This design comes from an exercise in tuning for small area, a short achievable clock period and few clock cycles on the open sky130 flow, not from production work.
In this exercise RTL edits were held to simulation tests only and were not proved equivalent to the original.
Power is estimated from default activity; no workload was simulated.

**flow/standard.sh**
```bash
#!/bin/bash
# synth_recipe.tcl (not shown) runs the flow's synth.tcl, then flattens the netlist and writes it again
# the make line also repeats each setting of config.mk as NAME=value (left out here)
make -C /OpenROAD-flow-scripts/flow DESIGN_CONFIG=/design/flow/config.mk WORK_HOME=/design/flow/orfs CLKGATE_MAP_FILE= SYNTH_SCRIPT=/design/flow/synth_recipe.tcl "${@:-finish}"
```
**flow/flow/run.sh**
```bash
#!/bin/bash
export SETUP_SLACK_MARGIN=8
export TNS_END_PERCENT=0
export CTS_CLUSTER_SIZE=22
export CTS_CLUSTER_DIAMETER=80
export CTS_BUF_LIST="sky130_fd_sc_hd__clkbuf_8 sky130_fd_sc_hd__clkbuf_16"
bash standard.sh > standard.log 2>&1
```
**flow/constraint.sdc**
```tcl
create_clock -name core_clock -period 12.0 [get_ports {clk}]
set_input_delay 2.4000 -clock core_clock [delete_from_list [all_inputs] [get_ports {clk}]]
set_output_delay 2.4000 -clock core_clock [all_outputs]
set_load 0.01 [all_outputs]
```
**flow/design.v**
```verilog
`timescale 1 ns/10 ps
module mips_core (clk, rst, iaddr, idata, daddr, dwr, ddout, ddin);
	input         clk;
	input         rst;
	output [9:0]  iaddr;
	input  [31:0] idata;
	output [7:0]  daddr;
	output [31:0] ddout;
	input  [31:0] ddin;
	output        dwr;
	reg  [9:0]  f_pc;
	reg  [9:0]  ras;          
	reg         ras_v;
	wire [9:0]  f_pc1 = f_pc + 10'd1;
	wire        f_isJ  = (idata[31:27] == 5'b00001);  
	wire        f_isRet = ras_v && idata[31:26] == 6'b000000 &&
	                      idata[25:21] == 5'd31 && idata[5:0] == 6'b001000;  
	reg  [9:0]  btb_pc;       
	reg  [9:0]  btb_tgt;
	reg         btb_v;
	wire        f_btb  = btb_v && f_pc == btb_pc;
	wire        f_pred = f_btb || f_isJ || f_isRet;
	wire [9:0]  f_target = f_btb ? btb_tgt : f_isJ ? idata[9:0] : ras;
	reg  [9:0]  d_pc;
	reg  [31:0] d_ir;
	reg         d_valid;
	reg  [31:1] d_selA;       
	reg  [31:1] d_selB;
	reg         d_wA;         
	reg         d_wB;
	reg         d_fp;         
	reg         d_fb;         
	wire [5:0]  d_op     = d_ir[31:26];
	wire [4:0]  d_rs     = d_ir[25:21];
	wire [4:0]  d_rt     = d_ir[20:16];
	wire [4:0]  d_rd     = d_ir[15:11];
	wire [5:0]  d_funct  = d_ir[5:0];
	wire [31:0] d_imm32  = {{16{d_ir[15]}}, d_ir[15:0]};
	wire [10:0] d_link   = {1'b0, d_pc} + 11'd1;
	reg         d_RegWrite;
	reg  [4:0]  d_regtoWrite;
	reg         d_MemRead;
	reg         d_MemWrite;
	reg         d_Mul;
	reg  [1:0]  d_Res;        
	reg         d_Sub;
	reg  [1:0]  d_Logic;      
	reg  [1:0]  d_Shift;      
	reg         d_Unsigned;
	reg         d_AluSrc;     
	reg         d_ShiftVar;   
	reg         d_Lui;
	reg         d_Link;
	reg         d_useRs;
	reg         d_useRt;
	reg         d_Branch;
	reg  [2:0]  d_BrType;
	reg         d_jumpReg;    
	reg  [31:0] x_A;          
	reg  [31:0] x_B;          
	reg  [31:0] x_sd;         
	reg  [4:0]  x_sh;         
	reg  [1:0]  x_Res;
	reg         x_Sub;
	reg  [1:0]  x_Logic;
	reg  [1:0]  x_Shift;
	reg         x_Unsigned;
	reg         x_RegWrite;
	reg  [4:0]  x_regtoWrite;
	reg         x_MemRead;
	reg         x_MemWrite;
	reg         x_Mul;
	reg         x_BrE;        
	reg         x_jumpReg;
	reg  [2:0]  x_BrType;
	reg         x_pred;       
	reg  [9:0]  x_alt;        
	reg  [31:0] m_addr;       
	reg  [31:0] m_din;
	reg  [31:0] m_mul0;       
	reg  [31:0] m_mul1;
	reg  [31:0] m_mul2;
	reg         m_RegWrite;
	reg  [4:0]  m_regtoWrite;
	reg         m_MemRead;
	reg         m_MemWrite;
	reg         m_Mul;
	reg  [31:0] w_val;
	reg         w_RegWrite;
	reg  [4:0]  w_regtoWrite;
	reg  [31:0] RegBank [1:31];
	assign iaddr = f_pc;
	always @(*) begin
		d_RegWrite   = 1'b0;
		d_regtoWrite = d_rt;
		d_MemRead    = 1'b0;
		d_MemWrite   = 1'b0;
		d_Mul        = 1'b0;
		d_Res        = 2'd0;
		d_Sub        = 1'b0;
		d_Logic      = 2'd0;
		d_Shift      = 2'd0;
		d_Unsigned   = 1'b0;
		d_AluSrc     = 1'b0;
		d_ShiftVar   = 1'b0;
		d_Lui        = 1'b0;
		d_Link       = 1'b0;
		d_useRs      = 1'b0;
		d_useRt      = 1'b0;
		d_Branch     = 1'b0;
		d_BrType     = 3'd0;
		d_jumpReg    = 1'b0;
		case (d_op)
			6'b000000: begin  
				d_regtoWrite = d_rd;
				d_useRs = 1'b1;
				d_useRt = 1'b1;
				d_RegWrite = 1'b1;
				case (d_funct)
					6'b100000, 6'b100001: ;                                   
					6'b100010, 6'b100011: d_Sub = 1'b1;                       
					6'b100100: begin d_Res = 2'd1; d_Logic = 2'd0; end        
					6'b100101: begin d_Res = 2'd1; d_Logic = 2'd1; end        
					6'b100110: begin d_Res = 2'd1; d_Logic = 2'd2; end        
					6'b100111: begin d_Res = 2'd1; d_Logic = 2'd3; end        
					6'b101010: begin d_Res = 2'd3; d_Sub = 1'b1; end          
					6'b101011: begin d_Res = 2'd3; d_Sub = 1'b1; d_Unsigned = 1'b1; end  
					6'b000000: begin d_Res = 2'd2; d_Shift = 2'd0; d_useRs = 1'b0; end  
					6'b000010: begin d_Res = 2'd2; d_Shift = 2'd2; d_useRs = 1'b0; end  
					6'b000011: begin d_Res = 2'd2; d_Shift = 2'd3; d_useRs = 1'b0; end  
					6'b000100: begin d_Res = 2'd2; d_Shift = 2'd0; d_ShiftVar = 1'b1; end  
					6'b000110: begin d_Res = 2'd2; d_Shift = 2'd2; d_ShiftVar = 1'b1; end  
					6'b000111: begin d_Res = 2'd2; d_Shift = 2'd3; d_ShiftVar = 1'b1; end  
					6'b001000: begin  
						d_RegWrite = 1'b0;
						d_useRt = 1'b0;
						d_jumpReg = 1'b1;
					end
					6'b001001: begin  
						d_useRt = 1'b0;
						d_jumpReg = 1'b1;
						d_Link = 1'b1;
						d_Res = 2'd2;
						d_regtoWrite = 5'd31;
					end
					default: d_RegWrite = 1'b0;
				endcase
			end
			6'b011100: begin  
				d_regtoWrite = d_rd;
				d_useRs = 1'b1;
				d_useRt = 1'b1;
				d_Mul = 1'b1;
				d_RegWrite = (d_funct == 6'b000010);
			end
			6'b000100, 6'b000101: begin  
				d_useRs = 1'b1;
				d_useRt = 1'b1;
				d_Branch = 1'b1;
				d_BrType = {2'b00, d_op[0]};
			end
			6'b000110, 6'b000111: begin  
				d_useRs = 1'b1;
				d_Branch = 1'b1;
				d_BrType = {2'b01, d_op[0]};
			end
			6'b000001: begin  
				d_useRs = 1'b1;
				if (d_rt[3:1] == 3'b000) begin
					d_Branch = 1'b1;
					d_BrType = {2'b10, d_rt[0]};
					d_RegWrite = d_rt[4];
					d_regtoWrite = 5'd31;
					d_Link = 1'b1;
					d_Res = 2'd2;
				end
			end
			6'b000010: ;  
			6'b000011: begin  
				d_RegWrite = 1'b1;
				d_regtoWrite = 5'd31;
				d_Link = 1'b1;
				d_Res = 2'd2;
			end
			6'b100011: begin  
				d_useRs = 1'b1;
				d_AluSrc = 1'b1;
				d_RegWrite = 1'b1;
				d_MemRead = 1'b1;
			end
			6'b101011: begin  
				d_useRs = 1'b1;
				d_useRt = 1'b1;
				d_AluSrc = 1'b1;
				d_MemWrite = 1'b1;
			end
			6'b001000, 6'b001001: begin  
				d_useRs = 1'b1;
				d_AluSrc = 1'b1;
				d_RegWrite = 1'b1;
			end
			6'b001010: begin  
				d_useRs = 1'b1;
				d_AluSrc = 1'b1;
				d_RegWrite = 1'b1;
				d_Res = 2'd3;
				d_Sub = 1'b1;
			end
			6'b001011: begin  
				d_useRs = 1'b1;
				d_AluSrc = 1'b1;
				d_RegWrite = 1'b1;
				d_Res = 2'd3;
				d_Sub = 1'b1;
				d_Unsigned = 1'b1;
			end
			6'b001100: begin  
				d_useRs = 1'b1;
				d_AluSrc = 1'b1;
				d_RegWrite = 1'b1;
				d_Res = 2'd1;
				d_Logic = 2'd0;
			end
			6'b001101: begin  
				d_useRs = 1'b1;
				d_AluSrc = 1'b1;
				d_RegWrite = 1'b1;
				d_Res = 2'd1;
				d_Logic = 2'd1;
			end
			6'b001110: begin  
				d_useRs = 1'b1;
				d_AluSrc = 1'b1;
				d_RegWrite = 1'b1;
				d_Res = 2'd1;
				d_Logic = 2'd2;
			end
			6'b001111: begin  
				d_AluSrc = 1'b1;
				d_RegWrite = 1'b1;
				d_Lui = 1'b1;
				d_Res = 2'd2;
			end
			default: ;
		endcase
	end
	always @(posedge clk)
		if (w_RegWrite && w_regtoWrite != 5'd0)
			RegBank[w_regtoWrite] <= w_val;
	wire x_late  = x_MemRead || x_Mul;    
	wire m_late  = m_MemRead || m_Mul;
	wire x_hitRs = x_RegWrite && x_regtoWrite != 5'd0 && x_regtoWrite == d_rs;
	wire x_hitRt = x_RegWrite && x_regtoWrite != 5'd0 && x_regtoWrite == d_rt;
	wire m_hitRs = m_RegWrite && m_regtoWrite != 5'd0 && m_regtoWrite == d_rs;
	wire m_hitRt = m_RegWrite && m_regtoWrite != 5'd0 && m_regtoWrite == d_rt;
	wire stall = d_valid &&
	             ((d_useRs && ((x_late && x_hitRs) || (m_Mul && m_hitRs))) ||
	              (d_useRt && ((x_late && x_hitRt) || (m_Mul && m_hitRt))));
	wire [4:0] n_rs = stall ? d_rs : idata[25:21];    
	wire [4:0] n_rt = stall ? d_rt : idata[20:16];
	wire n_wA = m_RegWrite && m_regtoWrite != 5'd0 && m_regtoWrite == n_rs;
	wire n_wB = m_RegWrite && m_regtoWrite != 5'd0 && m_regtoWrite == n_rt;
	reg [31:0] rf_A, rf_B;
	reg [31:1] n_selA, n_selB;
	integer k;
	always @(*) begin
		rf_A = {32{d_wA}} & w_val;
		rf_B = {32{d_wB}} & w_val;
		for (k = 1; k < 32; k = k + 1) begin
			n_selA[k] = (n_rs == k) && !n_wA;
			n_selB[k] = (n_rt == k) && !n_wB;
			rf_A = rf_A | ({32{d_selA[k]}} & RegBank[k]);
			rf_B = rf_B | ({32{d_selB[k]}} & RegBank[k]);
		end
	end
	wire d_cond  = d_Branch && (d_ir[15:0] != 16'd0);
	wire d_ctrl  = d_cond || d_jumpReg;
	wire d_defer = (d_useRs && (x_hitRs || m_hitRs)) ||
	               (d_useRt && (x_hitRt || m_hitRt));
	wire d_deferJ = d_fp ? (x_hitRs || m_hitRs) :
	                ((x_hitRs && (x_late || x_Res == 2'd3)) ||
	                 (!x_hitRs && m_hitRs && m_MemRead));
	wire [31:0] d_regA = rf_A;
	wire [31:0] d_regB = rf_B;
	reg taken;
	always @(*) begin
		case (d_BrType)
			3'b000: taken = (d_regA == d_regB);                           
			3'b001: taken = (d_regA != d_regB);                           
			3'b010: taken = d_regA[31] || (d_regA == 32'd0);              
			3'b011: taken = !d_regA[31] && (d_regA != 32'd0);             
			3'b100: taken = d_regA[31];                                   
			3'b101: taken = !d_regA[31];                                  
			default: taken = 1'b0;
		endcase
	end
	wire [9:0] d_pc1        = d_pc + 10'd1;
	wire [9:0] branch_value = d_pc1 + d_ir[9:0];
	wire d_go     = d_valid && !stall;
	wire d_pred   = d_ir[15];                  
	wire [31:0] bx = x_B ^ {32{x_Sub}};
	wire [33:0] sum = {1'b0, x_A, 1'b1} + {1'b0, bx, x_Sub};
	wire lt = x_Unsigned ? !sum[33] :
	          (x_A[31] ^ x_B[31]) ? x_A[31] : sum[32];
	reg [31:0] logicZ;
	always @(*) begin
		case (x_Logic)
			2'd0: logicZ = x_A & x_B;
			2'd1: logicZ = x_A | x_B;
			2'd2: logicZ = x_A ^ x_B;
			default: logicZ = ~(x_A | x_B);
		endcase
	end
	wire [63:0] shext = {{32{x_Shift[0] & x_B[31]}}, x_B};
	wire [31:0] sr    = shext >> x_sh;
	wire [31:0] sl    = x_B << x_sh;
	wire [31:0] shiftZ = x_Shift[1] ? sr : sl;
	reg [31:0] aluZ;
	always @(*) begin
		case (x_Res)
			2'd0: aluZ = sum[32:1];
			2'd1: aluZ = logicZ;
			2'd2: aluZ = shiftZ;
			default: aluZ = {31'd0, lt};
		endcase
	end
	reg x_taken;
	always @(*) begin
		case (x_BrType)
			3'b000: x_taken = (x_A == x_B);
			3'b001: x_taken = (x_A != x_B);
			3'b010: x_taken = x_A[31] || (x_A == 32'd0);
			3'b011: x_taken = !x_A[31] && (x_A != 32'd0);
			3'b100: x_taken = x_A[31];
			3'b101: x_taken = !x_A[31];
			default: x_taken = 1'b0;
		endcase
	end
	wire x_redirect = x_BrE && (x_jumpReg ? (!x_pred || x_A[9:0] != x_alt) :
	                                        (x_taken != x_pred));
	wire [9:0] x_target = x_jumpReg ? x_A[9:0] : x_alt;
	wire [9:0] nextF  = f_pred ? f_target : f_pc1;   
	wire [9:0] jr_tgt = x_hitRs ? aluZ[9:0] : m_hitRs ? m_addr[9:0] : d_regA[9:0];
	wire d_early  = !rst && !x_redirect && d_go;
	wire mBR      = d_early && d_cond && !d_defer;   
	wire mJR      = d_early && d_jumpReg && !d_deferJ;  
	wire jr_go    = !d_fp || d_regA[9:0] != f_pc;
	wire e_take   = d_go && d_cond && d_defer && !d_fb && d_pred;
	wire e_untake = d_go && d_fb && !d_cond;       
	wire [9:0] pcE = rst ? 10'd0 : x_redirect ? x_target : stall ? f_pc :
	                 e_take ? branch_value : e_untake ? d_pc1 : nextF;
	wire vE       = !rst && !x_redirect && (stall ? d_valid : !(e_take || e_untake));
	wire [9:0] pcT = d_fb ? nextF : branch_value;   
	wire [9:0] pcN = d_fb ? d_pc1 : nextF;          
	wire [9:0] f_pc_next = mBR ? (taken ? pcT : pcN) :
	                       mJR ? (jr_go ? jr_tgt : nextF) : pcE;
	wire d_valid_next = mBR ? (taken == d_fb) : mJR ? !jr_go : vE;
	wire [31:0] m_ms  = m_mul0 ^ m_mul1 ^ m_mul2;
	wire [31:0] m_mc  = {((m_mul0 & m_mul1) | (m_mul0 & m_mul2) | (m_mul1 & m_mul2)), 1'b0};
	wire [31:0] m_res = m_Mul ? m_ms + m_mc : m_addr;
	wire [31:0] m_val = m_MemRead ? ddin : m_res;
	wire sA_x  = x_hitRs;
	wire sA_m  = !x_hitRs && m_hitRs && !m_MemRead;
	wire sA_l  = !x_hitRs && m_hitRs && m_MemRead;
	wire sA_r  = !x_hitRs && !m_hitRs;
	wire sB_x  = x_hitRt;
	wire sB_m  = !x_hitRt && m_hitRt && !m_MemRead;
	wire sB_l  = !x_hitRt && m_hitRt && m_MemRead;
	wire sB_r  = !x_hitRt && !m_hitRt;
	wire [31:0] fw_A = ({32{sA_x}} & aluZ) | ({32{sA_m}} & m_addr) |
	                   ({32{sA_r}} & rf_A) | ({32{sA_l}} & ddin);
	wire [31:0] fw_B = ({32{sB_x}} & aluZ) | ({32{sB_m}} & m_addr) |
	                   ({32{sB_r}} & rf_B) | ({32{sB_l}} & ddin);
	wire d_immB = d_Lui || d_Link || d_AluSrc;
	wire [31:0] d_kB  = d_Lui  ? {d_ir[15:0], 16'h0000} :
	                    d_Link ? {21'd0, d_link} : d_imm32;
	wire [31:0] op_B = ({32{d_immB}} & d_kB) |
	                   ({32{!d_immB && sB_x}} & aluZ) | ({32{!d_immB && sB_m}} & m_addr) |
	                   ({32{!d_immB && sB_r}} & rf_B) | ({32{!d_immB && sB_l}} & ddin);
	wire [32:0] mt_b = {x_sd, 1'b0};
	wire [32:0] mt_a = {x_A, 1'b0};    
	wire mt_one0 = mt_b[1] ^ mt_b[0];
	wire mt_two0 = (mt_b[2] & ~mt_b[1] & ~mt_b[0]) | (~mt_b[2] & mt_b[1] & mt_b[0]);
	wire mt_neg0 = mt_b[2];
	wire [31:0] mt_p0 = (({32{mt_one0}} & mt_a[32:1]) | ({32{mt_two0}} & mt_a[31:0])) ^ {32{mt_neg0}};
	wire [31:0] mt_r0 = mt_p0;
	wire mt_one1 = mt_b[3] ^ mt_b[2];
	wire mt_two1 = (mt_b[4] & ~mt_b[3] & ~mt_b[2]) | (~mt_b[4] & mt_b[3] & mt_b[2]);
	wire mt_neg1 = mt_b[4];
	wire [29:0] mt_p1 = (({30{mt_one1}} & mt_a[30:1]) | ({30{mt_two1}} & mt_a[29:0])) ^ {30{mt_neg1}};
	wire [31:0] mt_r1 = {mt_p1, 1'b0, mt_neg0};
	wire mt_one2 = mt_b[5] ^ mt_b[4];
	wire mt_two2 = (mt_b[6] & ~mt_b[5] & ~mt_b[4]) | (~mt_b[6] & mt_b[5] & mt_b[4]);
	wire mt_neg2 = mt_b[6];
	wire [27:0] mt_p2 = (({28{mt_one2}} & mt_a[28:1]) | ({28{mt_two2}} & mt_a[27:0])) ^ {28{mt_neg2}};
	wire [31:0] mt_r2 = {mt_p2, 1'b0, mt_neg1, 2'd0};
	wire mt_one3 = mt_b[7] ^ mt_b[6];
	wire mt_two3 = (mt_b[8] & ~mt_b[7] & ~mt_b[6]) | (~mt_b[8] & mt_b[7] & mt_b[6]);
	wire mt_neg3 = mt_b[8];
	wire [25:0] mt_p3 = (({26{mt_one3}} & mt_a[26:1]) | ({26{mt_two3}} & mt_a[25:0])) ^ {26{mt_neg3}};
	wire [31:0] mt_r3 = {mt_p3, 1'b0, mt_neg2, 4'd0};
	wire mt_one4 = mt_b[9] ^ mt_b[8];
	wire mt_two4 = (mt_b[10] & ~mt_b[9] & ~mt_b[8]) | (~mt_b[10] & mt_b[9] & mt_b[8]);
	wire mt_neg4 = mt_b[10];
	wire [23:0] mt_p4 = (({24{mt_one4}} & mt_a[24:1]) | ({24{mt_two4}} & mt_a[23:0])) ^ {24{mt_neg4}};
	wire [31:0] mt_r4 = {mt_p4, 1'b0, mt_neg3, 6'd0};
	wire mt_one5 = mt_b[11] ^ mt_b[10];
	wire mt_two5 = (mt_b[12] & ~mt_b[11] & ~mt_b[10]) | (~mt_b[12] & mt_b[11] & mt_b[10]);
	wire mt_neg5 = mt_b[12];
	wire [21:0] mt_p5 = (({22{mt_one5}} & mt_a[22:1]) | ({22{mt_two5}} & mt_a[21:0])) ^ {22{mt_neg5}};
	wire [31:0] mt_r5 = {mt_p5, 1'b0, mt_neg4, 8'd0};
	wire mt_one6 = mt_b[13] ^ mt_b[12];
	wire mt_two6 = (mt_b[14] & ~mt_b[13] & ~mt_b[12]) | (~mt_b[14] & mt_b[13] & mt_b[12]);
	wire mt_neg6 = mt_b[14];
	wire [19:0] mt_p6 = (({20{mt_one6}} & mt_a[20:1]) | ({20{mt_two6}} & mt_a[19:0])) ^ {20{mt_neg6}};
	wire [31:0] mt_r6 = {mt_p6, 1'b0, mt_neg5, 10'd0};
	wire mt_one7 = mt_b[15] ^ mt_b[14];
	wire mt_two7 = (mt_b[16] & ~mt_b[15] & ~mt_b[14]) | (~mt_b[16] & mt_b[15] & mt_b[14]);
	wire mt_neg7 = mt_b[16];
	wire [17:0] mt_p7 = (({18{mt_one7}} & mt_a[18:1]) | ({18{mt_two7}} & mt_a[17:0])) ^ {18{mt_neg7}};
	wire [31:0] mt_r7 = {mt_p7, 1'b0, mt_neg6, 12'd0};
	wire mt_one8 = mt_b[17] ^ mt_b[16];
	wire mt_two8 = (mt_b[18] & ~mt_b[17] & ~mt_b[16]) | (~mt_b[18] & mt_b[17] & mt_b[16]);
	wire mt_neg8 = mt_b[18];
	wire [15:0] mt_p8 = (({16{mt_one8}} & mt_a[16:1]) | ({16{mt_two8}} & mt_a[15:0])) ^ {16{mt_neg8}};
	wire [31:0] mt_r8 = {mt_p8, 1'b0, mt_neg7, 14'd0};
	wire mt_one9 = mt_b[19] ^ mt_b[18];
	wire mt_two9 = (mt_b[20] & ~mt_b[19] & ~mt_b[18]) | (~mt_b[20] & mt_b[19] & mt_b[18]);
	wire mt_neg9 = mt_b[20];
	wire [13:0] mt_p9 = (({14{mt_one9}} & mt_a[14:1]) | ({14{mt_two9}} & mt_a[13:0])) ^ {14{mt_neg9}};
	wire [31:0] mt_r9 = {mt_p9, 1'b0, mt_neg8, 16'd0};
	wire mt_one10 = mt_b[21] ^ mt_b[20];
	wire mt_two10 = (mt_b[22] & ~mt_b[21] & ~mt_b[20]) | (~mt_b[22] & mt_b[21] & mt_b[20]);
	wire mt_neg10 = mt_b[22];
	wire [11:0] mt_p10 = (({12{mt_one10}} & mt_a[12:1]) | ({12{mt_two10}} & mt_a[11:0])) ^ {12{mt_neg10}};
	wire [31:0] mt_r10 = {mt_p10, 1'b0, mt_neg9, 18'd0};
	wire mt_one11 = mt_b[23] ^ mt_b[22];
	wire mt_two11 = (mt_b[24] & ~mt_b[23] & ~mt_b[22]) | (~mt_b[24] & mt_b[23] & mt_b[22]);
	wire mt_neg11 = mt_b[24];
	wire [9:0] mt_p11 = (({10{mt_one11}} & mt_a[10:1]) | ({10{mt_two11}} & mt_a[9:0])) ^ {10{mt_neg11}};
	wire [31:0] mt_r11 = {mt_p11, 1'b0, mt_neg10, 20'd0};
	wire mt_one12 = mt_b[25] ^ mt_b[24];
	wire mt_two12 = (mt_b[26] & ~mt_b[25] & ~mt_b[24]) | (~mt_b[26] & mt_b[25] & mt_b[24]);
	wire mt_neg12 = mt_b[26];
	wire [7:0] mt_p12 = (({8{mt_one12}} & mt_a[8:1]) | ({8{mt_two12}} & mt_a[7:0])) ^ {8{mt_neg12}};
	wire [31:0] mt_r12 = {mt_p12, 1'b0, mt_neg11, 22'd0};
	wire mt_one13 = mt_b[27] ^ mt_b[26];
	wire mt_two13 = (mt_b[28] & ~mt_b[27] & ~mt_b[26]) | (~mt_b[28] & mt_b[27] & mt_b[26]);
	wire mt_neg13 = mt_b[28];
	wire [5:0] mt_p13 = (({6{mt_one13}} & mt_a[6:1]) | ({6{mt_two13}} & mt_a[5:0])) ^ {6{mt_neg13}};
	wire [31:0] mt_r13 = {mt_p13, 1'b0, mt_neg12, 24'd0};
	wire mt_one14 = mt_b[29] ^ mt_b[28];
	wire mt_two14 = (mt_b[30] & ~mt_b[29] & ~mt_b[28]) | (~mt_b[30] & mt_b[29] & mt_b[28]);
	wire mt_neg14 = mt_b[30];
	wire [3:0] mt_p14 = (({4{mt_one14}} & mt_a[4:1]) | ({4{mt_two14}} & mt_a[3:0])) ^ {4{mt_neg14}};
	wire [31:0] mt_r14 = {mt_p14, 1'b0, mt_neg13, 26'd0};
	wire mt_one15 = mt_b[31] ^ mt_b[30];
	wire mt_two15 = (mt_b[32] & ~mt_b[31] & ~mt_b[30]) | (~mt_b[32] & mt_b[31] & mt_b[30]);
	wire mt_neg15 = mt_b[32];
	wire [1:0] mt_p15 = (({2{mt_one15}} & mt_a[2:1]) | ({2{mt_two15}} & mt_a[1:0])) ^ {2{mt_neg15}};
	wire [31:0] mt_r15 = {mt_p15, 1'b0, mt_neg14, 28'd0};
	wire [31:0] mt_r16 = {1'b0, mt_neg15, 30'd0};
	wire [31:0] mt_s1_0 = mt_r0 ^ mt_r1 ^ mt_r2;
	wire [31:0] mt_c1_0 = {((mt_r0 & mt_r1) | (mt_r0 & mt_r2) | (mt_r1 & mt_r2)), 1'b0};
	wire [31:0] mt_s1_1 = mt_r3 ^ mt_r4 ^ mt_r5;
	wire [31:0] mt_c1_1 = {((mt_r3 & mt_r4) | (mt_r3 & mt_r5) | (mt_r4 & mt_r5)), 1'b0};
	wire [31:0] mt_s1_2 = mt_r6 ^ mt_r7 ^ mt_r8;
	wire [31:0] mt_c1_2 = {((mt_r6 & mt_r7) | (mt_r6 & mt_r8) | (mt_r7 & mt_r8)), 1'b0};
	wire [31:0] mt_s1_3 = mt_r9 ^ mt_r10 ^ mt_r11;
	wire [31:0] mt_c1_3 = {((mt_r9 & mt_r10) | (mt_r9 & mt_r11) | (mt_r10 & mt_r11)), 1'b0};
	wire [31:0] mt_s1_4 = mt_r12 ^ mt_r13 ^ mt_r14;
	wire [31:0] mt_c1_4 = {((mt_r12 & mt_r13) | (mt_r12 & mt_r14) | (mt_r13 & mt_r14)), 1'b0};
	wire [31:0] mt_s2_0 = mt_s1_0 ^ mt_c1_0 ^ mt_s1_1;
	wire [31:0] mt_c2_0 = {((mt_s1_0 & mt_c1_0) | (mt_s1_0 & mt_s1_1) | (mt_c1_0 & mt_s1_1)), 1'b0};
	wire [31:0] mt_s2_1 = mt_c1_1 ^ mt_s1_2 ^ mt_c1_2;
	wire [31:0] mt_c2_1 = {((mt_c1_1 & mt_s1_2) | (mt_c1_1 & mt_c1_2) | (mt_s1_2 & mt_c1_2)), 1'b0};
	wire [31:0] mt_s2_2 = mt_s1_3 ^ mt_c1_3 ^ mt_s1_4;
	wire [31:0] mt_c2_2 = {((mt_s1_3 & mt_c1_3) | (mt_s1_3 & mt_s1_4) | (mt_c1_3 & mt_s1_4)), 1'b0};
	wire [31:0] mt_s2_3 = mt_c1_4 ^ mt_r15 ^ mt_r16;
	wire [31:0] mt_c2_3 = {((mt_c1_4 & mt_r15) | (mt_c1_4 & mt_r16) | (mt_r15 & mt_r16)), 1'b0};
	wire [31:0] mt_s3_0 = mt_s2_0 ^ mt_c2_0 ^ mt_s2_1;
	wire [31:0] mt_c3_0 = {((mt_s2_0 & mt_c2_0) | (mt_s2_0 & mt_s2_1) | (mt_c2_0 & mt_s2_1)), 1'b0};
	wire [31:0] mt_s3_1 = mt_c2_1 ^ mt_s2_2 ^ mt_c2_2;
	wire [31:0] mt_c3_1 = {((mt_c2_1 & mt_s2_2) | (mt_c2_1 & mt_c2_2) | (mt_s2_2 & mt_c2_2)), 1'b0};
	wire [31:0] mt_s4_0 = mt_s3_0 ^ mt_c3_0 ^ mt_s3_1;
	wire [31:0] mt_c4_0 = {((mt_s3_0 & mt_c3_0) | (mt_s3_0 & mt_s3_1) | (mt_c3_0 & mt_s3_1)), 1'b0};
	wire [31:0] mt_s4_1 = mt_c3_1 ^ mt_s2_3 ^ mt_c2_3;
	wire [31:0] mt_c4_1 = {((mt_c3_1 & mt_s2_3) | (mt_c3_1 & mt_c2_3) | (mt_s2_3 & mt_c2_3)), 1'b0};
	wire [31:0] mt_s5_0 = mt_s4_0 ^ mt_c4_0 ^ mt_s4_1;
	wire [31:0] mt_c5_0 = {((mt_s4_0 & mt_c4_0) | (mt_s4_0 & mt_s4_1) | (mt_c4_0 & mt_s4_1)), 1'b0};
	wire [31:0] mt_o0 = mt_s5_0;
	wire [31:0] mt_o1 = mt_c5_0;
	wire [31:0] mt_o2 = mt_c4_1;
	wire d_issue = d_go && !x_redirect;
	always @(posedge clk) begin
		f_pc    <= f_pc_next;     
		d_valid <= d_valid_next;
	end
	always @(posedge clk) begin
		if (rst) begin
			ras_v      <= 1'b0;
			btb_v      <= 1'b0;
			x_RegWrite <= 1'b0;
			x_MemRead  <= 1'b0;
			x_MemWrite <= 1'b0;
			x_Mul      <= 1'b0;
			x_BrE      <= 1'b0;
			m_RegWrite <= 1'b0;
			m_MemRead  <= 1'b0;
			m_MemWrite <= 1'b0;
			m_Mul      <= 1'b0;
			w_RegWrite <= 1'b0;
		end else begin
			if (d_issue && d_Link && (d_op == 6'b000011 || d_jumpReg))
				ras_v    <= 1'b1;
			if (d_issue && d_cond && d_pred)
				btb_v    <= 1'b1;
			x_RegWrite   <= d_issue && d_RegWrite;
			x_MemRead    <= d_issue && d_MemRead;
			x_MemWrite   <= d_issue && d_MemWrite;
			x_Mul        <= d_issue && d_Mul;
			x_BrE        <= d_issue && ((d_cond && d_defer) || (d_jumpReg && d_deferJ));
			m_RegWrite   <= x_RegWrite;
			m_MemRead    <= x_MemRead;
			m_MemWrite   <= x_MemWrite;
			m_Mul        <= x_Mul;
			w_RegWrite   <= m_RegWrite;
		end
	end
	always @(posedge clk) begin
		if (!stall) begin
			d_pc <= f_pc;
			d_ir <= idata;
			d_fp <= f_pred;
			d_fb <= f_btb;
		end
		if (d_issue && d_Link && (d_op == 6'b000011 || d_jumpReg))
			ras <= d_pc1;
		if (d_issue && d_cond && d_pred) begin
			btb_pc  <= d_pc;
			btb_tgt <= branch_value;
		end
		d_selA <= n_selA;
		d_selB <= n_selB;
		d_wA   <= n_wA;
		d_wB   <= n_wB;
		x_A          <= fw_A;
		x_B          <= op_B;
		x_sd         <= fw_B;
		x_sh         <= d_ShiftVar ? fw_A[4:0] : (d_Lui || d_Link) ? 5'd0 : d_ir[10:6];
		x_Res        <= d_Res;
		x_Sub        <= d_Sub;
		x_Logic      <= d_Logic;
		x_Shift      <= d_Shift;
		x_Unsigned   <= d_Unsigned;
		x_regtoWrite <= d_regtoWrite;
		x_jumpReg    <= d_jumpReg;
		x_BrType     <= d_BrType;
		x_pred       <= d_jumpReg ? d_fp : d_pred;
		x_alt        <= d_jumpReg ? f_pc : d_pred ? d_pc1 : branch_value;
		m_addr       <= aluZ;
		m_din        <= x_sd;
		m_mul0       <= mt_o0;
		m_mul1       <= mt_o1;
		m_mul2       <= mt_o2;
		m_regtoWrite <= x_regtoWrite;
		w_val        <= m_val;
		w_regtoWrite <= m_regtoWrite;
	end
	assign daddr = m_addr[7:0];
	assign ddout = m_din;
	assign dwr   = m_MemWrite;
endmodule
```
**flow/config.mk**
```make
export PLATFORM = sky130hd
export DESIGN_NAME = mips_core
export DESIGN_NICKNAME = mips_core
export VERILOG_FILES = /design/flow/design.v
export SDC_FILE = /design/flow/constraint.sdc
export NUM_CORES = 4
export LEC_CHECK = 0
export CAP_MARGIN = 20
export CORE_MARGIN = 2
export CORE_UTILIZATION = 40
export SLEW_MARGIN = 20
```
==> results_dict.tcl, run 1 <==
set metrics [dict create \
    synth_cell_types 88 \
    ant_nets 0 \
    grt_max_degree 86 \
    grt_pass1_vias 70252 \
    grt.overflow.total 0 \
    crit_chain "buf_4 > a22oi_1 > nand4_1 > nor4_4 > buf_4 > xnor2_1 > nand4_1 > or4_1 > or4_1 > o211ai_1 > buf_4 > buf_6 > buf_4 > mux2i_1 > mux2i_1 > a22oi_1" \
    p_per_area_mw_per_mm2 227 \
    layout-drive-gt1-share 0.159 \
    cpPeakStageDelay_ns 0.74 \
    vias 75325 \
    clk_latency_ns 0.83 \
    cts_tree "done" \
    dieArea_mm2 0.208 \
    grt_usage 0.386 \
    final_nets 8111 \
    p_leak_nw 33.7 \
    r2r_slack_ns 7.45 \
    r2r_end "f_pc[5]$_DFFE_PP_" \
    peakVddDrop_mv 0.438 \
    power.total_mw 21.6 \
    setup-tns-final_ns 0 \
    clock_skew_ns 0.100 \
    synth-seq-cells 1451 \
    async_reset_ff_frac 0 \
    layout_min_cycle_time_ns 4.55 \
    gp_congestion 1.01 \
    core_mm2 0.203 \
    synth_flop_cell "edfxtp_1" \
    post_drt_wl_per_cell_um 40.3 \
    hp-start "x_sd[30]$_DFF_P_" \
    tightest_slew_ns 1.27 \
    hold_viol 0 \
    cts.clk_slew.worst_paths_ns 0.09 \
    status "finished clean" \
    drv_slew 0 \
    synth_area_mm2 0.0817 \
    cts_buffers 92 \
    synthTopCellsByCount "a22oi_1, edfxtp_1, nor2_1" \
    netlist.area_leader.share 0.395 \
    hold_end "m_din[30]$_DFF_P_" \
    drc 0 \
    hold_path_class "flop to flop" \
    antenna_found_initial 23 \
    crit_path_frequent_cell "buf_4" \
    start_kind "flop" \
    grt_pass1_wl_um 567000 \
    setup_viol 0 \
    htree_levels 3 \
    grt_setup_unrepaired "yes" \
    cp-end-kind "flop" \
    die_y_um 456 \
    ys_warn_count 1 \
    io_buffers 116 \
    yosysSeqAreaShare 0.487 \
    avgSynthCellArea_um2 10.8 \
    final.period_utilization 0.379 \
    syn_nets 8028 \
    ios 117 \
    areaGrowthSynthToFinish_pct 16.2 \
    ctsHoldBuffers 0 \
    dp_slack_ns 6.11 \
    wirelength_um 420000 \
    r2r_start "d_selB[17]$_DFF_P_" \
    synth_top_area_cell "edfxtp_1" \
    synth.most_common_cell "a22oi_1" \
    die_w_um 456 \
    synth_edf_count 1076 \
    cp.required_ns 12.64 \
    maxCapViolCount 0 \
    crit_type "flop to flop" \
    synthCells 7558 \
    synthTopCellsByArea "edfxtp_1, a22oi_1, dfxtp_1" \
    numClockSinks 1451 \
    dr.pass1.iters 8 \
    floorplan.initialDensity 0.403 \
    hold_ws_ns 0.416 \
    dp_hpwl_um 250000 \
    fmax_mhz 220 \
    worstRegToRegCells 16 \
    cpMaxStageDelayCell "buf_4" \
    rows 165 \
    setup_slack_ns 7.45 \
    root_buffer "clkbuf_16" \
    cts_buffer_depth 3 \
    slew_headroom 0.140 \
    cp.arrival_ns 5.19 \
    final_util 0.469 \
    path_max_fanout 32 \
    vias_per_cell 7.24 \
    worstHoldPathCells 0 \
    drtIter0Drc 15453 \
]
## layer usage
| metal | vias up | track usage | wire [um] |
|---|---|---|---|
| met5 | - | 0 | 196 |
| met4 | 23 | 0.304 | 44200 |
| met3 | 2361 | 0.137 | 62700 |
| met2 | 7654 | 0.566 | 174000 |
| met1 | 36193 | 0.460 | 138000 |
| li1 | 29094 | - | - |
## registers in the layout, summed over array words and instances, names as in the netlist, 26 cells and up
name / flops
RegBank: 992
d_ir: 32
d_selA: 31
d_selB: 31
m_addr: 32
m_din: 32
m_mul0: 32
m_mul1: 26
w_val: 32
x_A: 32
x_B: 32
x_sd: 32
## critical path, delay by kind of cell (launching register included)
family	cells	cell delay, ns
compound gates	3	0.60
xor+xnor	1	0.29
buf+inv	5	1.44
flops	1	0.32
mux	2	0.28
simple gates	5	1.33
## cell type report
| cell class | instances | area [um^2] |
|---|---|---|
| repair inverters | 1 | 5.00 |
| clock inverters | 73 | 659 |
| repair buffers | 649 | 7190 |
| flip-flops and latches | 1451 | 40200 |
| well taps | 2672 | 3340 |
| multi-input cells | 5107 | 39800 |
| inverters | 339 | 1320 |
| diodes | 13 | 32.5 |
| clock buffers | 97 | 2400 |
| fillers | 18184 | 108000 |
## power breakdown
group	total (mW)	internal, mW	switching [mW]
combinational	10.9	4.32	6.59
clock	3.50	1.53	1.98
sequential	7.17	6.41	0.757
total	21.6	12.3	9.32
## per-stage QoR
| stage | instances | cell area, um^2 |
|---|---|---|
| floorplan | 7558 | 81700 |
| global placement | 9957 | 86200 |
| detailed placement | 9957 | 86200 |
| CTS | 10340 | 94200 |
| global route | 10391 | 94900 |
| finish | 10402 | 95000 |
## cells in the final DEF (no fill, tap or decap), types with 27 or more instances in the layout
cell type	n
nand2_1	335
nor2_1	650
buf_6	63
a21oi_1	211
o21ai_1	31
a211oi_1	199
nor3_1	57
xor2_1	124
a221oi_1	89
mux2_2	36
nor2_4	34
dfxtp_4	72
nand4_1	275
inv_1	357
xnor2_1	130
buf_12	55
a22o_1	34
mux2i_1	181
clkdlybuf4s50_1	104
a21o_1	27
nor2b_1	77
a22oi_1	1149
nand3_1	59
nor4_4	28
mux4_2	72
clkbuf_16	99
fa_1	186
dfxtp_1	237
edfxtp_1	1076
buf_4	354
ha_1	205
o21ai_0	283
nor4_1	48
dfxtp_2	66
bufbuf_16	34
## worst max path at each step
stage / startpoint / end / slack, ns / cells after the start
after floorplan: idata[26] / f_pc[7]$_DFFE_PP_ / 7.30 / 12
after global placement: idata[23] / f_pc[0]$_DFFE_PP_ / 6.08 / 12
after detailed placement: idata[25] / f_pc[0]$_DFFE_PP_ / 6.11 / 12
after CTS: x_sd[5]$_DFF_P_ / m_mul0[31]$_DFF_P_ / 7.69 / 18
after global routing: w_val[3]$_DFF_P_ / f_pc[1]$_DFFE_PP_ / 7.40 / 15
final: d_selB[17]$_DFF_P_ / f_pc[5]$_DFFE_PP_ / 7.45 / 16
## what timing repair did
| action | in CTS | in global routing |
|---|---|---|
| resized for setup | 614 | 63 |
| endpoints found under the setup margin | 342 | 310 |
| pin swaps | 74 | 33 |
| cloned | 41 | 6 |
| setup buffers | 172 | 42 |
## logic make-up (layout without fill, tap and decap cells)
family                   Yosys count  in the layout  share of synthesized area
AND/OR/NAND/NOR                 1775           1781                      0.104
adder cells (fa/ha/maj)          404            404                     0.0800
other                              0             13                          0
XOR/XNOR                         274            274                     0.0294
buffers and inverters           1006           1159                     0.0483
AO/OA/AOI/OAI                   2355           2355                      0.204
multiplexers                     293            293                     0.0475
flip-flops                      1451           1451                      0.487
Testbench counts, summed over its fixed seeds: cycles 22,658.
==> run 2, diff against run 1 <==
--- a/flow/flow/run.sh
+++ b/flow/flow/run.sh
@@ -2,3 +2,3 @@
 export SETUP_SLACK_MARGIN=8
-export TNS_END_PERCENT=0
+export TNS_END_PERCENT=10
 export CTS_CLUSTER_SIZE=22
==> results_dict.tcl, run 2 <==
set metrics [dict create \
    status "finished clean" \
    crit_type "flop to flop" \
    worstRegToRegCells 16 \
    dieArea_mm2 0.208 \
    wirelength_um 444000 \
    io_buffers 116 \
    synthTopCellsByArea "edfxtp_1, a22oi_1, dfxtp_1" \
    wl_met1_um 144000 \
    final.period_utilization 0.383 \
    clock_skew_ns 0.117 \
    final_util 0.495 \
    layout-drive-gt1-share 0.214 \
    p_per_area_mw_per_mm2 219 \
    routed-wl-met3_um 73400 \
    grt_pass1_vias 71496 \
    synthTopCellsByCount "a22oi_1, edfxtp_1, nor2_1" \
    dr.pass1.iters 12 \
    grt_usage 0.403 \
    areaGrowthSynthToFinish_pct 22.7 \
    drtIter0Drc 16437 \
    htree_levels 3 \
    cpPeakStageDelay_ns 0.64 \
    worstHoldPathCells 0 \
    cp-end-kind "flop" \
    grt_pass1_wl_um 587000 \
    synth_top_area_cell "edfxtp_1" \
    ant_nets 0 \
    fmax_mhz 218 \
    setup-tns-final_ns 0 \
    synthCells 7558 \
    async_reset_ff_frac 0 \
    start_kind "flop" \
    slew_headroom 0.126 \
    ys_warn_count 1 \
    setup_viol 0 \
    yosysSeqAreaShare 0.487 \
    synth_cell_types 88 \
    drc 0 \
    final_cell_mix "a22oi_1, edfxtp_1, nor2_1" \
    comb_power_share 0.513 \
    dp_hpwl_um 252000 \
    die_w_um 456 \
    floorplan.initialDensity 0.403 \
    clk_latency_ns 0.85 \
    avgSynthCellArea_um2 10.8 \
    synth_area_mm2 0.0817 \
    grt.overflow.total 0 \
    tightest_slew_ns 1.30 \
    numClockSinks 1451 \
    seqPwrFrac 0.324 \
    fill_cells 17748 \
    crit_chain "buf_12 > buf_12 > a22oi_2 > nand4_1 > nor4_2 > buf_4 > xnor2_1 > o211ai_1 > or4_1 > or4_4 > o211ai_1 > clkbuf_16 > buf_16 > mux2i_1 > mux2i_1 > o22a_1" \
    cts.clk_slew.worst_paths_ns 0.09 \
    syn_nets 8028 \
    cts_buffers 92 \
    cp.arrival_ns 5.18 \
    cts_buffer_depth 3 \
    largest_reg_flops 992 \
    grt_max_degree 96 \
    root_buffer "clkbuf_16" \
    hold_viol 0 \
    synth.most_common_cell "a22oi_1" \
    final_nets 8409 \
    rows 165 \
    maxCapViolCount 0 \
    antenna_found_initial 39 \
    die_y_um 456 \
    wl_met2_um 177000 \
    core_mm2 0.203 \
    cts_tree "done" \
    synth_edf_count 1076 \
    final_common_cell "a22oi_1" \
    p_leak_nw 35.9 \
    ctsHoldBuffers 0 \
    drv_slew 0 \
    peakVddDrop_mv 0.381 \
    layout_min_cycle_time_ns 4.59 \
    switchingPower_mw 9.53 \
    multi_input_area_mm2 0.0409 \
    hold_path_class "flop to flop" \
    vias 78655 \
    ios 117 \
    top_layer "met5" \
    netlist.area_leader.share 0.395 \
    cp.required_ns 12.58 \
    synth_flop_cell "edfxtp_1" \
    top_register "RegBank" \
    vias_per_cell 7.34 \
    swShare 0.433 \
    gp_congestion 1.00 \
    post_drt_wl_per_cell_um 41.4 \
    grt_setup_unrepaired "yes" \
    seqCellArea_mm2 0.0402 \
    path_max_fanout 21 \
    cpMaxStageDelayCell "or4_1" \
    pwr-share-clk 0.163 \
    intPower_mw 12.5 \
    synth-seq-cells 1451 \
]
[run 2: final cells by class]
| class | instances | area share |
|---|---|---|
| Multi-Input combinational cell | 5107 | 0.408 |
| Clock buffer | 96 | 0.0239 |
| Sequential cell | 1451 | 0.401 |
| Clock inverter | 75 | 0.00715 |
| Inverter | 339 | 0.0132 |
| Timing Repair Buffer | 947 | 0.113 |
| Timing Repair inverter | 1 | 0.0000499 |
| Antenna cell | 30 | 0.000749 |
| Tap cell | 2672 | 0.0334 |
[run 2: through the flow]
step / power, mW / worst slack, ns / area [um^2] / hold slack [ns] / std cells
after global placement: 17.0 / 6.22 / 86500 / 0.404 / 9985
after global routing: 23.0 / 7.37 / 100000 / 0.436 / 10689
after floorplan: 12.9 / 7.32 / 81900 / 0.326 / 7558
after detailed placement: 17.1 / 6.27 / 86500 / 0.395 / 9987
after CTS: 21.5 / 7.69 / 96900 / 0.414 / 10501
final: 22.0 / 7.41 / 100000 / 0.418 / 10718
[run 2: path summary, 6_finish.rpt]
| check | start | endpoint | slack [ns] |
|---|---|---|---|
| worst max-delay path | d_selB[23]$_DFF_P_ | f_pc[6]$_DFFE_PP_ | 7.41 |
| worst min-delay path | x_sd[30]$_DFF_P_ | m_din[30]$_DFF_P_ | 0.42 |
| worst max register to register | d_selB[23]$_DFF_P_ | f_pc[6]$_DFFE_PP_ | 7.41 |
| worst min register to register | x_sd[30]$_DFF_P_ | m_din[30]$_DFF_P_ | 0.42 |
[run 2: cell families (layout without fill, tap and decap cells)]
group,count (synthesis),after routing,share of synthesized area
flops,1451,1451,0.487
fa+ha+maj,404,404,0.0800
xor+xnor,274,274,0.0294
other cells,0,30,0
buf+inv,1006,1458,0.0483
mux,293,293,0.0475
compound gates,2355,2355,0.204
simple gates,1775,1781,0.104
[run 2: power by group through the flow]
stage / Sequential (mW) / Clock [mW] / Combinational (mW)
6_report: 7.13 / 3.58 / 11.3
5_1_grt: 7.16 / 3.70 / 12.1
4_1_cts: 7.08 / 3.53 / 10.9
3_5_place_dp: 7.20 / 0 / 9.92
3_3_place_gp: 7.18 / 0 / 9.78
2_1_floorplan: 6.90 / 0 / 5.99
[run 2: worst max-delay path, delay by kind of cell, from the launching register on]
kind,cells,cell delay [ns]
mux,2,0.29
flops,1,0.33
compound gates,4,0.99
simple gates,4,1.56
xor+xnor,1,0.12
buf+inv,5,0.99
[run 2: timing repair]
item / CTS / global route
setup buffers: 282 / 169
pin swaps: 125 / 122
endpoints found under the setup margin: 354 / 283
gates cloned: 61 / 17
hold endpoints to repair: 0 / 0
resized for setup: 871 / 307
[run 2: per-layer routing]
metal,global-route usage,up-vias
met4,0.313,28
met5,0.00230,-
met3,0.165,2754
met1,0.486,37640
met2,0.569,8480
li1,-,29753
==> run 3, diff against run 2 <==
--- a/flow/flow/run.sh
+++ b/flow/flow/run.sh
@@ -1,4 +1,4 @@
 #!/bin/bash
-export SETUP_SLACK_MARGIN=8
-export TNS_END_PERCENT=10
+export SETUP_SLACK_MARGIN=8.3
+export TNS_END_PERCENT=0
 export CTS_CLUSTER_SIZE=22
==> results_dict.tcl, run 3 <==
set metrics [dict create \
    synth_area_mm2 0.0817 \
    synth.most_common_cell "a22oi_1" \
    crit_path_start "d_selB[17]$_DFF_P_" \
    cts_buffers 92 \
    clock_skew_ns 0.100 \
    ios 117 \
    ant_nets 0 \
    hold_path_class "flop to flop" \
    synth-seq-cells 1451 \
    place_inst 9957 \
    seqCellArea_mm2 0.0402 \
    grt.overflow.total 0 \
    setup-tns-final_ns 0 \
    hold_viol 0 \
    antenna_found_initial 23 \
    start_kind "flop" \
    final.period_utilization 0.379 \
    dieArea_mm2 0.208 \
    synthCells 7558 \
    seqPwrFrac 0.332 \
    wirelength_um 420000 \
    path_max_fanout 32 \
    grt_pass1_wl_um 567000 \
    cts_tree "done" \
    r2r_slack_ns 7.45 \
    peakVddDrop_mv 0.438 \
    syn_nets 8028 \
    setup_viol 0 \
    die_w_um 456 \
    fmax_mhz 220 \
    worstRegToRegCells 16 \
    crit_path_end "f_pc[5]$_DFFE_PP_" \
    fill_cells 18184 \
    numClockSinks 1451 \
    grt_setup_unrepaired "yes" \
    synth_edf_count 1076 \
    switchingPower_mw 9.32 \
    clk_latency_ns 0.83 \
    synth_top_area_cell "edfxtp_1" \
    yosysSeqAreaShare 0.487 \
    core_mm2 0.203 \
    layout_min_cycle_time_ns 4.55 \
    cts_buffer_depth 3 \
    swShare 0.432 \
    areaGrowthSynthToFinish_pct 16.2 \
    r2r_end "f_pc[5]$_DFFE_PP_" \
    tightest_slew_ns 1.27 \
    final_cell_mix "a22oi_1, edfxtp_1, nor2_1" \
    synthTopCellsByArea "edfxtp_1, a22oi_1, dfxtp_1" \
    r2r_start "d_selB[17]$_DFF_P_" \
    grt_max_degree 86 \
    post_drt_wl_per_cell_um 40.3 \
    pwr-share-clk 0.162 \
    p_per_area_mw_per_mm2 227 \
    status "finished clean" \
    cts.clk_slew.worst_paths_ns 0.09 \
    cp.arrival_ns 5.19 \
    comb_power_share 0.506 \
    dp_hpwl_um 250000 \
    crit_type "flop to flop" \
    synthTopCellsByCount "a22oi_1, edfxtp_1, nor2_1" \
    cp.required_ns 12.64 \
    synth_flop_cell "edfxtp_1" \
    vias 75325 \
    final_nets 8111 \
    root_buffer "clkbuf_16" \
    multi_input_area_mm2 0.0398 \
    dr.pass1.iters 8 \
    avgSynthCellArea_um2 10.8 \
    maxCapViolCount 0 \
    top_register "RegBank" \
    netlist.area_leader.share 0.395 \
    rows 165 \
    vias_per_cell 7.24 \
    synth_cell_types 88 \
    p_leak_nw 33.7 \
    largest_reg_flops 992 \
    ys_warn_count 1 \
    gp_congestion 1.01 \
    die_y_um 456 \
    instances_no_fill 10402 \
    drv_slew 0 \
    io_buffers 116 \
    ctsHoldBuffers 0 \
    grt_pass1_vias 70252 \
    cp-end-kind "flop" \
    drc 0 \
    final_common_cell "a22oi_1" \
    htree_levels 3 \
    layout-drive-gt1-share 0.159 \
    floorplan.initialDensity 0.403 \
    intPower_mw 12.3 \
    slew_headroom 0.140 \
    grt_usage 0.386 \
    drtIter0Drc 15453 \
    async_reset_ff_frac 0 \
]
-- run 3: worst min-delay path by stage --
| stage | startpoint | end | slack, ns | cells past startpoint |
|---|---|---|---|---|
| 2_1_floorplan | m_regtoWrite[1]$_DFF_P_ | w_regtoWrite[1]$_DFF_P_ | 0.33 | 0 |
| 3_3_place_gp | x_sd[28]$_DFF_P_ | m_din[28]$_DFF_P_ | 0.40 | 0 |
| 3_5_place_dp | x_sd[30]$_DFF_P_ | m_din[30]$_DFF_P_ | 0.40 | 0 |
| 4_1_cts | x_regtoWrite[4]$_DFF_P_ | m_regtoWrite[4]$_DFF_P_ | 0.42 | 0 |
| 5_1_grt | x_sd[30]$_DFF_P_ | m_din[30]$_DFF_P_ | 0.43 | 0 |
| 6_report | x_sd[30]$_DFF_P_ | m_din[30]$_DFF_P_ | 0.42 | 0 |
-- run 3: what timing repair did --
item	CTS	global route
pin swaps	74	33
setup endpoints to repair	374	365
gates resized for setup	614	63
gates cloned	41	6
buffers inserted	172	42
-- run 3: cell type report --
class | instances | share of cell area
repair buffers | 649 | 0.0757
well taps | 2672 | 0.0352
inverters | 339 | 0.0139
diodes | 13 | 0.000343
clock buffers | 97 | 0.0253
multi-input cells | 5107 | 0.420
flip-flops and latches | 1451 | 0.423
repair inverters | 1 | 0.0000527
clock inverters | 73 | 0.00694
-- run 3: metal layers --
metal  part of all wire  up-vias  global-route usage
met5            0.00047        -                   0
met4               0.11       23               0.304
met3               0.15     2361               0.137
met2               0.42     7654               0.566
met1               0.33    36193               0.460
li1                   -    29094                   -
-- run 3: power by group through the flow --
stage	Sequential, mW	Combinational [mW]	Clock [mW]
2_1_floorplan	6.90	5.96	0
3_3_place_gp	7.21	9.79	0
3_5_place_dp	7.23	9.91	0
4_1_cts	7.12	10.6	3.48
5_1_grt	7.20	11.8	3.65
6_report	7.17	10.9	3.50
-- run 3: cells by family (layout without fill, tap and decap cells) --
logic type / count (synthesis) / count (layout) / share of synthesized area
flops: 1451 / 1451 / 0.487
xor+xnor: 274 / 274 / 0.0294
compound gates: 2355 / 2355 / 0.204
other cells: 0 / 13 / 0
mux: 293 / 293 / 0.0475
buf+inv: 1006 / 1159 / 0.0483
simple gates: 1775 / 1781 / 0.104
fa+ha+maj: 404 / 404 / 0.0800
-- run 3: critical path, stage by stage (launching register included) --
cell and delay, ns:
dfxtp_2 0.32, buf_4 0.74, a22oi_1 0.25, nand4_1 0.21
nor4_4 0.06, buf_4 0.18, xnor2_1 0.29, nand4_1 0.16
or4_1 0.49, or4_1 0.41, o211ai_1 0.12, buf_4 0.15
buf_6 0.20, buf_4 0.17, mux2i_1 0.18, mux2i_1 0.10
a22oi_1 0.23
-- run 3: stage by stage --
| step | hold WS, ns | area, um^2 | setup WS [ns] | util | power [mW] |
|---|---|---|---|---|---|
| 2_1_floorplan | 0.326 | 81700 | 7.30 | - | 12.9 |
| 3_3_place_gp | 0.398 | 86200 | 6.08 | 0.426 | 17.0 |
| 3_5_place_dp | 0.396 | 86200 | 6.11 | 0.426 | 17.1 |
| 4_1_cts | 0.415 | 94200 | 7.69 | 0.465 | 21.3 |
| 5_1_grt | 0.428 | 94900 | 7.40 | 0.469 | 22.6 |
| 6_report | 0.416 | 95000 | 7.45 | 0.469 | 21.6 |

==> separate check: timing with driven ports <==
In the flow no input, the clock included, has a driving cell. The finished layouts below were timed again as built, in two steps. Step 1 assumes that a clkbuf_16 drives the clock port and a buf_2 every other input. Step 2 moves the port delays by t, midway between the first and last clock arrival at a register: inputs arrive t later, outputs are due t later. That takes back most of the time a late clock gives input paths. Slacks: no drivers / after step 1 / after step 2; pairs: no drivers / after step 1.
| run | t, ns | slack for setup (ns) | worst setup path after step 2 |
|---|---|---|---|
| run 1 | 0.879 | 7.450 / 7.450 / 6.868 | input to register |
| run 2 | 0.888 | 7.406 / 7.406 / 6.952 | input to register |
| run 3 | 0.879 | 7.450 / 7.450 / 6.868 | input to register |
After both steps every run listed still meets setup and hold.
